This is an optimization exercise on Yosys and OpenROAD, whose aim is small area and a short achievable clock period, not a production implementation.
At most, simulation tests tie the RTL to the original design; equivalence was not proved.
No activity file was given, so power comes from the tool's default toggle rates.

==> run Z: inputs <==
## cordic
module cordic (
    input wire signed [31:0] angle,
    input wire clk, reset,
    output wire signed [31:0] x, y
);
Settings: LEC_CHECK=0, ABC_AREA=1, CAP_MARGIN=20, CORE_MARGIN=2, CORE_UTILIZATION=60, CTS_BUF_LIST=sky130_fd_sc_hd__clkbuf_4 sky130_fd_sc_hd__clkbuf_8, SETUP_SLACK_MARGIN=2.7, SLEW_MARGIN=20; clock period 5.0 ns.
standard.sh (not shown) runs the stock make flow with config.mk's settings and CLKGATE_MAP_FILE= SYNTH_SCRIPT=/design/flow/synth_recipe.tcl, a recipe that flattens the netlist after the stock synthesis.
==> flow/flow/run.sh <==
#!/bin/bash
# Standard ORFS layout, except that the port buffers are plain buffers
# (buf_2) instead of the delay cells buffer_ports picks by default.
set -euo pipefail
export BUFFER_PORTS_ARGS="-buffer_cell sky130_fd_sc_hd__buf_2"
bash standard.sh finish > flow_standard.log 2>&1
==> run G (differences from run Z) <==
--- a/flow/config.mk
+++ b/flow/config.mk
@@ -7,3 +7,2 @@
 export LEC_CHECK = 0
-export ABC_AREA = 1
 export CAP_MARGIN = 20
==> flow_summary_export.csv <==
group,metric,value,unit
synth,synthAdderAreaFrac,6.145,%
power,pg_seq,860,uW
routing,met1Wirelength,4628,um
synth,synth.distinct_cells,64,
critical_path,r2r_cells,9,
final_layout,seq_area_share,33.61,%
clock_tree,cts_resized,17,
timing,finalCritPeriodShare,46.88,%
final_layout,signal_buffers,109,
critical_path,crit_end,"d_1[1]",
grt,grt_pass1_wl,18290,um
run_status,status,"finished clean",
routing,vias,4446,
placed_design,gp_congestion,0.9392,
synth,synth_nets,666,
power,powerDensity,262.8,nW/um^2
[end of results for run G]
==> flow_summary_export.csv <==
group,metric,value,unit
placed_design,gp_congestion,0.9315,
routing,met1Wirelength,4886,um
final_layout,signal_buffers,106,
synth,synthAdderAreaFrac,5.900,%
clock_tree,cts_resized,2,
critical_path,r2r_cells,8,
critical_path,crit_end,"yr[8]",
grt,grt_pass1_wl,19280,um
run_status,status,"finished clean",
[end of results for run Z]

========
==> job 2310 <==
Another version of the RTL of cordic (not shown whole).
export LEC_CHECK = 0
export ABC_AREA = 1
export CAP_MARGIN = 20
export CORE_MARGIN = 2
export CORE_UTILIZATION = 50
export CTS_BUF_LIST = sky130_fd_sc_hd__clkbuf_4 sky130_fd_sc_hd__clkbuf_8
export SETUP_SLACK_MARGIN = 2.7
export SLEW_MARGIN = 20
create_clock -name core_clock -period 5.0 [get_ports {clk}]
==> flow/flow/run.sh <==
#!/bin/bash
# Standard ORFS layout, except that the port buffers are plain buffers
# (buf_1) instead of the delay cells buffer_ports picks by default.
set -euo pipefail
export BUFFER_PORTS_ARGS="-buffer_cell sky130_fd_sc_hd__buf_1"
bash standard.sh finish > flow_standard.log 2>&1
==> job 2489: changes against job 2310 <==
--- a/flow/design.v
+++ b/flow/design.v
@@ -3,86 +3,85 @@
     input wire clk, reset,
     output wire signed [31:0] x, y
 );
 reg [2:0] vcnt;
 always @(posedge clk)
     if (reset) vcnt <= 3'd0;
     else if (vcnt != 3'd7) vcnt <= vcnt + 3'd1;
 wire [15:0] lo = angle[15:0];
-wire [12:0] zo;
+wire [11:0] w;
 wire lo_lt16387 = (~lo[15] & ~lo[14]) | (~lo[15] & lo[14] & ~lo[13] & ~lo[12] & ~lo[11] & ~lo[10] & ~lo[9] & ~lo[8] & ~lo[7] & ~lo[6] & ~lo[5] & ~lo[4] & ~lo[3] & ~lo[2] & ~lo[1]) | (~lo[15] & lo[14] & ~lo[13] & ~lo[12] & ~lo[11] & ~lo[10] & ~lo[9] & ~lo[8] & ~lo[7] & ~lo[6] & ~lo[5] & ~lo[4] & ~lo[3] & ~lo[2] & lo[1] & ~lo[0]);
 wire lo_lt32769 = (~lo[15]) | (lo[15] & ~lo[14] & ~lo[13] & ~lo[12] & ~lo[11] & ~lo[10] & ~lo[9] & ~lo[8] & ~lo[7] & ~lo[6] & ~lo[5] & ~lo[4] & ~lo[3] & ~lo[2] & ~lo[1] & ~lo[0]);
 wire lo_lt49152 = (~lo[15]) | (lo[15] & ~lo[14]);
 wire lo_lt17527 = (~lo[15] & ~lo[14]) | (~lo[15] & lo[14] & ~lo[13] & ~lo[12] & ~lo[11] & ~lo[10]) | (~lo[15] & lo[14] & ~lo[13] & ~lo[12] & ~lo[11] & lo[10] & ~lo[9] & ~lo[8] & ~lo[7] & ~lo[6]) | (~lo[15] & lo[14] & ~lo[13] & ~lo[12] & ~lo[11] & lo[10] & ~lo[9] & ~lo[8] & ~lo[7] & lo[6] & ~lo[5]) | (~lo[15] & lo[14] & ~lo[13] & ~lo[12] & ~lo[11] & lo[10] & ~lo[9] & ~lo[8] & ~lo[7] & lo[6] & lo[5] & ~lo[4]) | (~lo[15] & lo[14] & ~lo[13] & ~lo[12] & ~lo[11] & lo[10] & ~lo[9] & ~lo[8] & ~lo[7] & lo[6] & lo[5] & lo[4] & ~lo[3] & ~lo[2]) | (~lo[15] & lo[14] & ~lo[13] & ~lo[12] & ~lo[11] & lo[10] & ~lo[9] & ~lo[8] & ~lo[7] & lo[6] & lo[5] & lo[4] & ~lo[3] & lo[2] & ~lo[1]) | (~lo[15] & lo[14] & ~lo[13] & ~lo[12] & ~lo[11] & lo[10] & ~lo[9] & ~lo[8] & ~lo[7] & lo[6] & lo[5] & lo[4] & ~lo[3] & lo[2] & lo[1] & ~lo[0]);
 wire lo_lt8192 = (~lo[15] & ~lo[14] & ~lo[13]);
 wire lo_lt24577 = (~lo[15] & ~lo[14]) | (~lo[15] & lo[14] & ~lo[13]) | (~lo[15] & lo[14] & lo[13] & ~lo[12] & ~lo[11] & ~lo[10] & ~lo[9] & ~lo[8] & ~lo[7] & ~lo[6] & ~lo[5] & ~lo[4] & ~lo[3] & ~lo[2] & ~lo[1] & ~lo[0]);
 wire lo_lt40960 = (~lo[15]) | (lo[15] & ~lo[14] & ~lo[13]);
 wire lo_lt57344 = (~lo[15]) | (lo[15] & ~lo[14]) | (lo[15] & lo[14] & ~lo[13]);
 wire lo_lt3362 = (~lo[15] & ~lo[14] & ~lo[13] & ~lo[12] & ~lo[11]) | (~lo[15] & ~lo[14] & ~lo[13] & ~lo[12] & lo[11] & ~lo[10]) | (~lo[15] & ~lo[14] & ~lo[13] & ~lo[12] & lo[11] & lo[10] & ~lo[9] & ~lo[8]) | (~lo[15] & ~lo[14] & ~lo[13] & ~lo[12] & lo[11] & lo[10] & ~lo[9] & lo[8] & ~lo[7] & ~lo[6] & ~lo[5]) | (~lo[15] & ~lo[14] & ~lo[13] & ~lo[12] & lo[11] & lo[10] & ~lo[9] & lo[8] & ~lo[7] & ~lo[6] & lo[5] & ~lo[4] & ~lo[3] & ~lo[2] & ~lo[1]);
 wire lo_lt29407 = (~lo[15] & ~lo[14]) | (~lo[15] & lo[14] & ~lo[13]) | (~lo[15] & lo[14] & lo[13] & ~lo[12]) | (~lo[15] & lo[14] & lo[13] & lo[12] & ~lo[11] & ~lo[10] & ~lo[9]) | (~lo[15] & lo[14] & lo[13] & lo[12] & ~lo[11] & ~lo[10] & lo[9] & ~lo[8] & ~lo[7]) | (~lo[15] & lo[14] & lo[13] & lo[12] & ~lo[11] & ~lo[10] & lo[9] & ~lo[8] & lo[7] & ~lo[6]) | (~lo[15] & lo[14] & lo[13] & lo[12] & ~lo[11] & ~lo[10] & lo[9] & ~lo[8] & lo[7] & lo[6] & ~lo[5] & ~lo[4]) | (~lo[15] & lo[14] & lo[13] & lo[12] & ~lo[11] & ~lo[10] & lo[9] & ~lo[8] & lo[7] & lo[6] & ~lo[5] & lo[4] & ~lo[3]) | (~lo[15] & lo[14] & lo[13] & lo[12] & ~lo[11] & ~lo[10] & lo[9] & ~lo[8] & lo[7] & lo[6] & ~lo[5] & lo[4] & lo[3] & ~lo[2]) | (~lo[15] & lo[14] & lo[13] & lo[12] & ~lo[11] & ~lo[10] & lo[9] & ~lo[8] & lo[7] & lo[6] & ~lo[5] & lo[4] & lo[3] & lo[2] & ~lo[1]) | (~lo[15] & lo[14] & lo[13] & lo[12] & ~lo[11] & ~lo[10] & lo[9] & ~lo[8] & lo[7] & lo[6] & ~lo[5] & lo[4] & lo[3] & lo[2] & lo[1] & ~lo[0]);
 wire lo_lt36130 = (~lo[15]) | (lo[15] & ~lo[14] & ~lo[13] & ~lo[12] & ~lo[11]) | (lo[15] & ~lo[14] & ~lo[13] & ~lo[12] & lo[11] & ~lo[10]) | (lo[15] & ~lo[14] & ~lo[13] & ~lo[12] & lo[11] & lo[10] & ~lo[9] & ~lo[8]) | (lo[15] & ~lo[14] & ~lo[13] & ~lo[12] & lo[11] & lo[10] & ~lo[9] & lo[8] & ~lo[7] & ~lo[6] & ~lo[5]) | (lo[15] & ~lo[14] & ~lo[13] & ~lo[12] & lo[11] & lo[10] & ~lo[9] & lo[8] & ~lo[7] & ~lo[6] & lo[5] & ~lo[4] & ~lo[3] & ~lo[2] & ~lo[1]);
 wire lo_lt62174 = (~lo[15]) | (lo[15] & ~lo[14]) | (lo[15] & lo[14] & ~lo[13]) | (lo[15] & lo[14] & lo[13] & ~lo[12]) | (lo[15] & lo[14] & lo[13] & lo[12] & ~lo[11] & ~lo[10] & ~lo[9]) | (lo[15] & lo[14] & lo[13] & lo[12] & ~lo[11] & ~lo[10] & lo[9] & ~lo[8] & ~lo[7]) | (lo[15] & lo[14] & lo[13] & lo[12] & ~lo[11] & ~lo[10] & lo[9] & ~lo[8] & lo[7] & ~lo[6]) | (lo[15] & lo[14] & lo[13] & lo[12] & ~lo[11] & ~lo[10] & lo[9] & ~lo[8] & lo[7] & lo[6] & ~lo[5] & ~lo[4]) | (lo[15] & lo[14] & lo[13] & lo[12] & ~lo[11] & ~lo[10] & lo[9] & ~lo[8] & lo[7] & lo[6] & ~lo[5] & lo[4] & ~lo[3]) | (lo[15] & lo[14] & lo[13] & lo[12] & ~lo[11] & ~lo[10] & lo[9] & ~lo[8] & lo[7] & lo[6] & ~lo[5] & lo[4] & lo[3] & ~lo[2]) | (lo[15] & lo[14] & lo[13] & lo[12] & ~lo[11] & ~lo[10] & lo[9] & ~lo[8] & lo[7] & lo[6] & ~lo[5] & lo[4] & lo[3] & lo[2] & ~lo[1]);
 wire lo_lt13022 = (~lo[15] & ~lo[14] & ~lo[13]) | (~lo[15] & ~lo[14] & lo[13] & ~lo[12]) | (~lo[15] & ~lo[14] & lo[13] & lo[12] & ~lo[11] & ~lo[10] & ~lo[9]) | (~lo[15] & ~lo[14] & lo[13] & lo[12] & ~lo[11] & ~lo[10] & lo[9] & ~lo[8] & ~lo[7]) | (~lo[15] & ~lo[14] & lo[13] & lo[12] & ~lo[11] & ~lo[10] & lo[9] & ~lo[8] & lo[7] & ~lo[6]) | (~lo[15] & ~lo[14] & lo[13] & lo[12] & ~lo[11] & ~lo[10] & lo[9] & ~lo[8] & lo[7] & lo[6] & ~lo[5] & ~lo[4]) | (~lo[15] & ~lo[14] & lo[13] & lo[12] & ~lo[11] & ~lo[10] & lo[9] & ~lo[8] & lo[7] & lo[6] & ~lo[5] & lo[4] & ~lo[3]) | (~lo[15] & ~lo[14] & lo[13] & lo[12] & ~lo[11] & ~lo[10] & lo[9] & ~lo[8] & lo[7] & lo[6] & ~lo[5] & lo[4] & lo[3] & ~lo[2]) | (~lo[15] & ~lo[14] & lo[13] & lo[12] & ~lo[11] & ~lo[10] & lo[9] & ~lo[8] & lo[7] & lo[6] & ~lo[5] & lo[4] & lo[3] & lo[2] & ~lo[1]);
 wire lo_lt19747 = (~lo[15] & ~lo[14]) | (~lo[15] & lo[14] & ~lo[13] & ~lo[12] & ~lo[11]) | (~lo[15] & lo[14] & ~lo[13] & ~lo[12] & lo[11] & ~lo[10]) | (~lo[15] & lo[14] & ~lo[13] & ~lo[12] & lo[11] & lo[10] & ~lo[9] & ~lo[8]) | (~lo[15] & lo[14] & ~lo[13] & ~lo[12] & lo[11] & lo[10] & ~lo[9] & lo[8] & ~lo[7] & ~lo[6] & ~lo[5]) | (~lo[15] & lo[14] & ~lo[13] & ~lo[12] & lo[11] & lo[10] & ~lo[9] & lo[8] & ~lo[7] & ~lo[6] & lo[5] & ~lo[4] & ~lo[3] & ~lo[2] & ~lo[1]) | (~lo[15] & lo[14] & ~lo[13] & ~lo[12] & lo[11] & lo[10] & ~lo[9] & lo[8] & ~lo[7] & ~lo[6] & lo[5] & ~lo[4] & ~lo[3] & ~lo[2] & lo[1] & ~lo[0]);
 wire lo_lt45790 = (~lo[15]) | (lo[15] & ~lo[14] & ~lo[13]) | (lo[15] & ~lo[14] & lo[13] & ~lo[12]) | (lo[15] & ~lo[14] & lo[13] & lo[12] & ~lo[11] & ~lo[10] & ~lo[9]) | (lo[15] & ~lo[14] & lo[13] & lo[12] & ~lo[11] & ~lo[10] & lo[9] & ~lo[8] & ~lo[7]) | (lo[15] & ~lo[14] & lo[13] & lo[12] & ~lo[11] & ~lo[10] & lo[9] & ~lo[8] & lo[7] & ~lo[6]) | (lo[15] & ~lo[14] & lo[13] & lo[12] & ~lo[11] & ~lo[10] & lo[9] & ~lo[8] & lo[7] & lo[6] & ~lo[5] & ~lo[4]) | (lo[15] & ~lo[14] & lo[13] & lo[12] & ~lo[11] & ~lo[10] & lo[9] & ~lo[8] & lo[7] & lo[6] & ~lo[5] & lo[4] & ~lo[3]) | (lo[15] & ~lo[14] & lo[13] & lo[12] & ~lo[11] & ~lo[10] & lo[9] & ~lo[8] & lo[7] & lo[6] & ~lo[5] & lo[4] & lo[3] & ~lo[2]) | (lo[15] & ~lo[14] & lo[13] & lo[12] & ~lo[11] & ~lo[10] & lo[9] & ~lo[8] & lo[7] & lo[6] & ~lo[5] & lo[4] & lo[3] & lo[2] & ~lo[1]);
 wire lo_lt52514 = (~lo[15]) | (lo[15] & ~lo[14]) | (lo[15] & lo[14] & ~lo[13] & ~lo[12] & ~lo[11]) | (lo[15] & lo[14] & ~lo[13] & ~lo[12] & lo[11] & ~lo[10]) | (lo[15] & lo[14] & ~lo[13] & ~lo[12] & lo[11] & lo[10] & ~lo[9] & ~lo[8]) | (lo[15] & lo[14] & ~lo[13] & ~lo[12] & lo[11] & lo[10] & ~lo[9] & lo[8] & ~lo[7] & ~lo[6] & ~lo[5]) | (lo[15] & lo[14] & ~lo[13] & ~lo[12] & lo[11] & lo[10] & ~lo[9] & lo[8] & ~lo[7] & ~lo[6] & lo[5] & ~lo[4] & ~lo[3] & ~lo[2] & ~lo[1]);
-wire t_m1298 = (~zo[12] & ~zo[11]) | (~zo[12] & zo[11] & ~zo[10] & ~zo[9]) | (~zo[12] & zo[11] & ~zo[10] & zo[9] & ~zo[8] & ~zo[7]) | (~zo[12] & zo[11] & ~zo[10] & zo[9] & ~zo[8] & zo[7] & ~zo[6]) | (~zo[12] & zo[11] & ~zo[10] & zo[9] & ~zo[8] & zo[7] & zo[6] & ~zo[5]) | (~zo[12] & zo[11] & ~zo[10] & zo[9] & ~zo[8] & zo[7] & zo[6] & zo[5] & ~zo[4] & ~zo[3]) | (~zo[12] & zo[11] & ~zo[10] & zo[9] & ~zo[8] & zo[7] & zo[6] & zo[5] & ~zo[4] & zo[3] & ~zo[2]) | (~zo[12] & zo[11] & ~zo[10] & zo[9] & ~zo[8] & zo[7] & zo[6] & zo[5] & ~zo[4] & zo[3] & zo[2] & ~zo[1]);
-wire t_p1298 = (~zo[12]) | (zo[12] & ~zo[11] & ~zo[10]) | (zo[12] & ~zo[11] & zo[10] & ~zo[9] & ~zo[8]) | (zo[12] & ~zo[11] & zo[10] & ~zo[9] & zo[8] & ~zo[7] & ~zo[6] & ~zo[5] & ~zo[4]) | (zo[12] & ~zo[11] & zo[10] & ~zo[9] & zo[8] & ~zo[7] & ~zo[6] & ~zo[5] & zo[4] & ~zo[3] & ~zo[2] & ~zo[1]);
-wire t_m1949 = (~zo[12] & ~zo[11]) | (~zo[12] & zo[11] & ~zo[10] & ~zo[9] & ~zo[8] & ~zo[7] & ~zo[6]) | (~zo[12] & zo[11] & ~zo[10] & ~zo[9] & ~zo[8] & ~zo[7] & zo[6] & ~zo[5]) | (~zo[12] & zo[11] & ~zo[10] & ~zo[9] & ~zo[8] & ~zo[7] & zo[6] & zo[5] & ~zo[4] & ~zo[3] & ~zo[2] & ~zo[1]) | (~zo[12] & zo[11] & ~zo[10] & ~zo[9] & ~zo[8] & ~zo[7] & zo[6] & zo[5] & ~zo[4] & ~zo[3] & ~zo[2] & zo[1] & ~zo[0]);
-wire t_m647 = (~zo[12] & ~zo[11]) | (~zo[12] & zo[11] & ~zo[10]) | (~zo[12] & zo[11] & zo[10] & ~zo[9] & ~zo[8]) | (~zo[12] & zo[11] & zo[10] & ~zo[9] & zo[8] & ~zo[7] & ~zo[6]) | (~zo[12] & zo[11] & zo[10] & ~zo[9] & zo[8] & ~zo[7] & zo[6] & ~zo[5]) | (~zo[12] & zo[11] & zo[10] & ~zo[9] & zo[8] & ~zo[7] & zo[6] & zo[5] & ~zo[4]) | (~zo[12] & zo[11] & zo[10] & ~zo[9] & zo[8] & ~zo[7] & zo[6] & zo[5] & zo[4] & ~zo[3]) | (~zo[12] & zo[11] & zo[10] & ~zo[9] & zo[8] & ~zo[7] & zo[6] & zo[5] & zo[4] & zo[3] & ~zo[2] & ~zo[1] & ~zo[0]);
-wire t_p647 = (~zo[12]) | (zo[12] & ~zo[11] & ~zo[10] & ~zo[9]) | (zo[12] & ~zo[11] & ~zo[10] & zo[9] & ~zo[8] & ~zo[7]) | (zo[12] & ~zo[11] & ~zo[10] & zo[9] & ~zo[8] & zo[7] & ~zo[6] & ~zo[5] & ~zo[4] & ~zo[3] & ~zo[2]) | (zo[12] & ~zo[11] & ~zo[10] & zo[9] & ~zo[8] & zo[7] & ~zo[6] & ~zo[5] & ~zo[4] & ~zo[3] & zo[2] & ~zo[1]) | (zo[12] & ~zo[11] & ~zo[10] & zo[9] & ~zo[8] & zo[7] & ~zo[6] & ~zo[5] & ~zo[4] & ~zo[3] & zo[2] & zo[1] & ~zo[0]);
-wire t_p1949 = (~zo[12]) | (zo[12] & ~zo[11] & ~zo[10]) | (zo[12] & ~zo[11] & zo[10] & ~zo[9]) | (zo[12] & ~zo[11] & zo[10] & zo[9] & ~zo[8]) | (zo[12] & ~zo[11] & zo[10] & zo[9] & zo[8] & ~zo[7]) | (zo[12] & ~zo[11] & zo[10] & zo[9] & zo[8] & zo[7] & ~zo[6] & ~zo[5] & ~zo[4]) | (zo[12] & ~zo[11] & zo[10] & zo[9] & zo[8] & zo[7] & ~zo[6] & ~zo[5] & zo[4] & ~zo[3]) | (zo[12] & ~zo[11] & zo[10] & zo[9] & zo[8] & zo[7] & ~zo[6] & ~zo[5] & zo[4] & zo[3] & ~zo[2]) | (zo[12] & ~zo[11] & zo[10] & zo[9] & zo[8] & zo[7] & ~zo[6] & ~zo[5] & zo[4] & zo[3] & zo[2] & ~zo[1] & ~zo[0]);
+wire w_lt647 = (~w[11] & ~w[10] & ~w[9]) | (~w[11] & ~w[10] & w[9] & ~w[8] & ~w[7]) | (~w[11] & ~w[10] & w[9] & ~w[8] & w[7] & ~w[6] & ~w[5] & ~w[4] & ~w[3] & ~w[2]) | (~w[11] & ~w[10] & w[9] & ~w[8] & w[7] & ~w[6] & ~w[5] & ~w[4] & ~w[3] & w[2] & ~w[1]) | (~w[11] & ~w[10] & w[9] & ~w[8] & w[7] & ~w[6] & ~w[5] & ~w[4] & ~w[3] & w[2] & w[1] & ~w[0]);
+wire w_lt1298 = (~w[11] & ~w[10]) | (~w[11] & w[10] & ~w[9] & ~w[8]) | (~w[11] & w[10] & ~w[9] & w[8] & ~w[7] & ~w[6] & ~w[5] & ~w[4]) | (~w[11] & w[10] & ~w[9] & w[8] & ~w[7] & ~w[6] & ~w[5] & w[4] & ~w[3] & ~w[2] & ~w[1]);
+wire w_lt1949 = (~w[11] & ~w[10]) | (~w[11] & w[10] & ~w[9]) | (~w[11] & w[10] & w[9] & ~w[8]) | (~w[11] & w[10] & w[9] & w[8] & ~w[7]) | (~w[11] & w[10] & w[9] & w[8] & w[7] & ~w[6] & ~w[5] & ~w[4]) | (~w[11] & w[10] & w[9] & w[8] & w[7] & ~w[6] & ~w[5] & w[4] & ~w[3]) | (~w[11] & w[10] & w[9] & w[8] & w[7] & ~w[6] & ~w[5] & w[4] & w[3] & ~w[2]) | (~w[11] & w[10] & w[9] & w[8] & w[7] & ~w[6] & ~w[5] & w[4] & w[3] & w[2] & ~w[1] & ~w[0]);
 wire s   = angle[31];
 wire h0  = angle[16];
 wire zr  = (angle[30:17] == 14'd0);
 wire in_r = ~s & zr & ~h0;
 wire h1   = ~s & zr & h0;
-wire h1ok = h1 & lo_lt17527;                
-wire f0   = h1 | (~s & ~zr) | (s & zr & ~h0);    
+wire sneg = (~s & ~zr) | (s & zr & ~h0) | (h1 & ~lo_lt17527);
+wire spos = s & ~(zr & ~h0);
 wire qa = lo_lt16387;
 wire qb = ~lo_lt16387 & lo_lt32769;
 wire qc = ~lo_lt32769 & lo_lt49152;
 wire qd = ~lo_lt49152;
 wire selA = ~in_r | qa;
 wire d1 = (selA & lo_lt8192) | (in_r & qb & ~lo_lt24577) | (in_r & qc & lo_lt40960) | (in_r & qd & ~lo_lt57344);
 wire d2y = (selA & lo_lt3362) | (in_r & qb & ~lo_lt29407) | (in_r & qc & lo_lt36130) | (in_r & qd & ~lo_lt62174);
 wire d2n = (selA & lo_lt13022) | (in_r & qb & ~lo_lt19747) | (in_r & qc & lo_lt45790) | (in_r & qd & ~lo_lt52514);
 wire d2 = d1 ? d2y : d2n;
-wire [1:0] qi = {~lo_lt32769, qb | qd};
-wire neg = in_r & qi[0];
-wire [2:0] cls = in_r ? {1'b0, qi} : {1'b1, ~h1ok, f0};
-reg [12:0] lop_1;
+wire qb_s = qb & ~lo[15];                    
+wire [2:0] cls = sneg ? 3'b110 : spos ? 3'b111 : h1 ? 3'b101 :
+                 (qa ? 3'b000 : qb_s ? 3'b001 : qc ? 3'b010 : qd ? 3'b011 : 3'b100);
+reg [12:0] lo_1;
 reg [1:0] d_1;
 reg [2:0] cls_1;
 always @(posedge clk) begin
-    lop_1 <= lo[12:0] ^ {13{neg}};
+    lo_1  <= lo[12:0];
     d_1   <= {d2, d1};
     cls_1 <= cls;
 end
-wire cin = (cls_1 == 3'b001);               
+wire cin  = (cls_1 == 3'b001);
+wire neg1 = (cls_1 == 3'b001) | (cls_1 == 3'b011);
 wire [12:0] k3 = d_1[0] ? (d_1[1] ? 13'd7386 : 13'd2274) : (d_1[1] ? 13'd5918 : 13'd806);
-reg [12:0] z3_2;
+reg [12:0] y_2;
 reg [1:0] d_2;
 reg [2:0] cls_2;
 always @(posedge clk) begin
-    z3_2  <= lop_1[12:0] + {12'd0, cin} + k3;
+    y_2   <= lo_1 + (k3 ^ {13{neg1}}) + {12'd0, cin ^ neg1};
     d_2   <= d_1;
     cls_2 <= cls_1;
 end
-assign zo = {~z3_2[12], z3_2[11:0]};       
-wire d3 = z3_2[12];
-wire d4 = d3 ? t_m1298 : t_p1298;
-wire d5 = d3 ? (d4 ? t_m1949 : t_m647) : (d4 ? t_p647 : t_p1949);
+wire neg2 = (cls_2 == 3'b001) | (cls_2 == 3'b011);
+wire d3 = y_2[12] ^ neg2;
+assign w = y_2[11:0] ^ {12{y_2[12]}};
+wire g4 = w_lt1298;
+wire g5 = w_lt1298 ? ~w_lt647 : w_lt1949;
 wire sat = cls_2[2] & cls_2[1];
-wire f   = cls_2[2] & cls_2[0];
-wire [1:0] q = cls_2[1:0] | {2{cls_2[2]}};
+wire f   = cls_2[2] & (cls_2[1] ^ cls_2[0]);
+wire [1:0] q = cls_2[2] ? {cls_2[1] | cls_2[0], 1'b1} : cls_2[1:0];
 reg [7:0] code_3, code_4, code_5, code_6, code_7;
 always @(posedge clk) begin
-    code_3 <= {q, {d5 ^ d4, d4 ^ d3, d3 ^ d_2[1], d_2[1] ^ d_2[0], d_2[0]} & {5{~sat}}, f};
+    code_3 <= {q, {g5, g4, d3 ^ d_2[1], d_2[1] ^ d_2[0], d_2[0]} & {5{~sat}}, f};
     code_4 <= code_3;
     code_5 <= code_4;
     code_6 <= code_5;
     code_7 <= code_6;
 end
 wire [9:0] x6, y6, nzx, nzy;
 cordic_tab tab (.d(code_7[5:0]), .xo(x6), .yo(y6), .nx(nzx), .ny(nzy));
 wire negx = code_7[6] ^ code_7[7];
- CORE_UTILIZATION: 50 -> 60
- SETUP_SLACK_MARGIN: 2.7 -> 2.85
==> impl_metrics.csv <==
group,metric,value,unit
status,outcome,"timing/DRC/antenna clean",
worst_hold_path,whs_endpoint,"code_6[2]",
floorplanning,die_w,96.3,um
critical_path,crit_type,"register to register",
placed_design,dpl_cell_area,0.00519,sq mm
power,finalPower,1.55,mW
power,p_sw_share,27.9,%
critical_path,path_cells,"inv_2, nor2_4, buf_12, xnor2_4, buf_4, ha_1, inv_1, nor3_1, nand4_1, nand2_1, xor2_1",
cells_and_area,drive_gt1_share,13.2,%
cells_and_area,syn_to_final_growth,8.78,%
critical_path,r2r_cells,11,
routing,avgRoutedWirePerCell,13.3,um
power,p_clk,464,uW
timing,finClkSkew,0.0132,ns
power,powerComb,237,uW
the above is filed under job 2489

==> impl_metrics.csv <==
group,metric,value,unit
cells_and_area,syn_to_final_growth,6.83,%
timing,finClkSkew,0.0112,ns
routing,avgRoutedWirePerCell,12.4,um
status,outcome,"timing/DRC/antenna clean",
critical_path,r2r_cells,9,
power,powerComb,186,uW
power,finalPower,1.50,mW
logic_synthesis,synthAdderAreaFrac,5.29,%
floorplanning,die_w,104,um
critical_path,path_cells,"buf_1, nor2_1, inv_1, nor3_1, nand2_1, nand2_1, nor2_2, inv_2, nand2_4, xor2_1",
power,p_sw_share,27.8,%
worst_hold_path,whs_endpoint,"code_6[7]",
critical_path,crit_type,"input pin to register",
the above is filed under job 2310

No functional check of the RTL was part of any run of this note.

## afterwards: timing with drivers on the ports
Ports are ideal in the flow. The routed layouts listed here were re-timed in OpenROAD. Step 1, drivers: a clkbuf_16 drives clk and a buf_2 each remaining input, both assumed. Step 2 times the ports against the registers' clock, not the clock port: input delays grow and output delays shrink by t, the midpoint of the rising clock arrivals with the driver on. a / b / c = ideal ports / drivers / drivers and shift; a / b = the first two.
| run | shift t [ns] | setup WS [ns] | slew at the worst register clock pin (ns) |
|---|---|---|---|
| run Z | 0.388 | 2.816 / 2.816 / 2.565 | 0.11 / 0.11 |
| run G | 0.394 | 2.656 / 2.668 / 2.275 | 0.11 / 0.11 |
| job 2310 | 0.387 | 2.843 / 2.853 / 2.468 | 0.10 / 0.10 |
| job 2489 | 0.385 | 2.882 / 2.882 / 2.730 | 0.10 / 0.10 |
After both steps every run listed still meets setup and hold. For run G, which loses most, drivers alone change the setup slack by +0.012 ns; drivers and shift together by -0.381 ns.
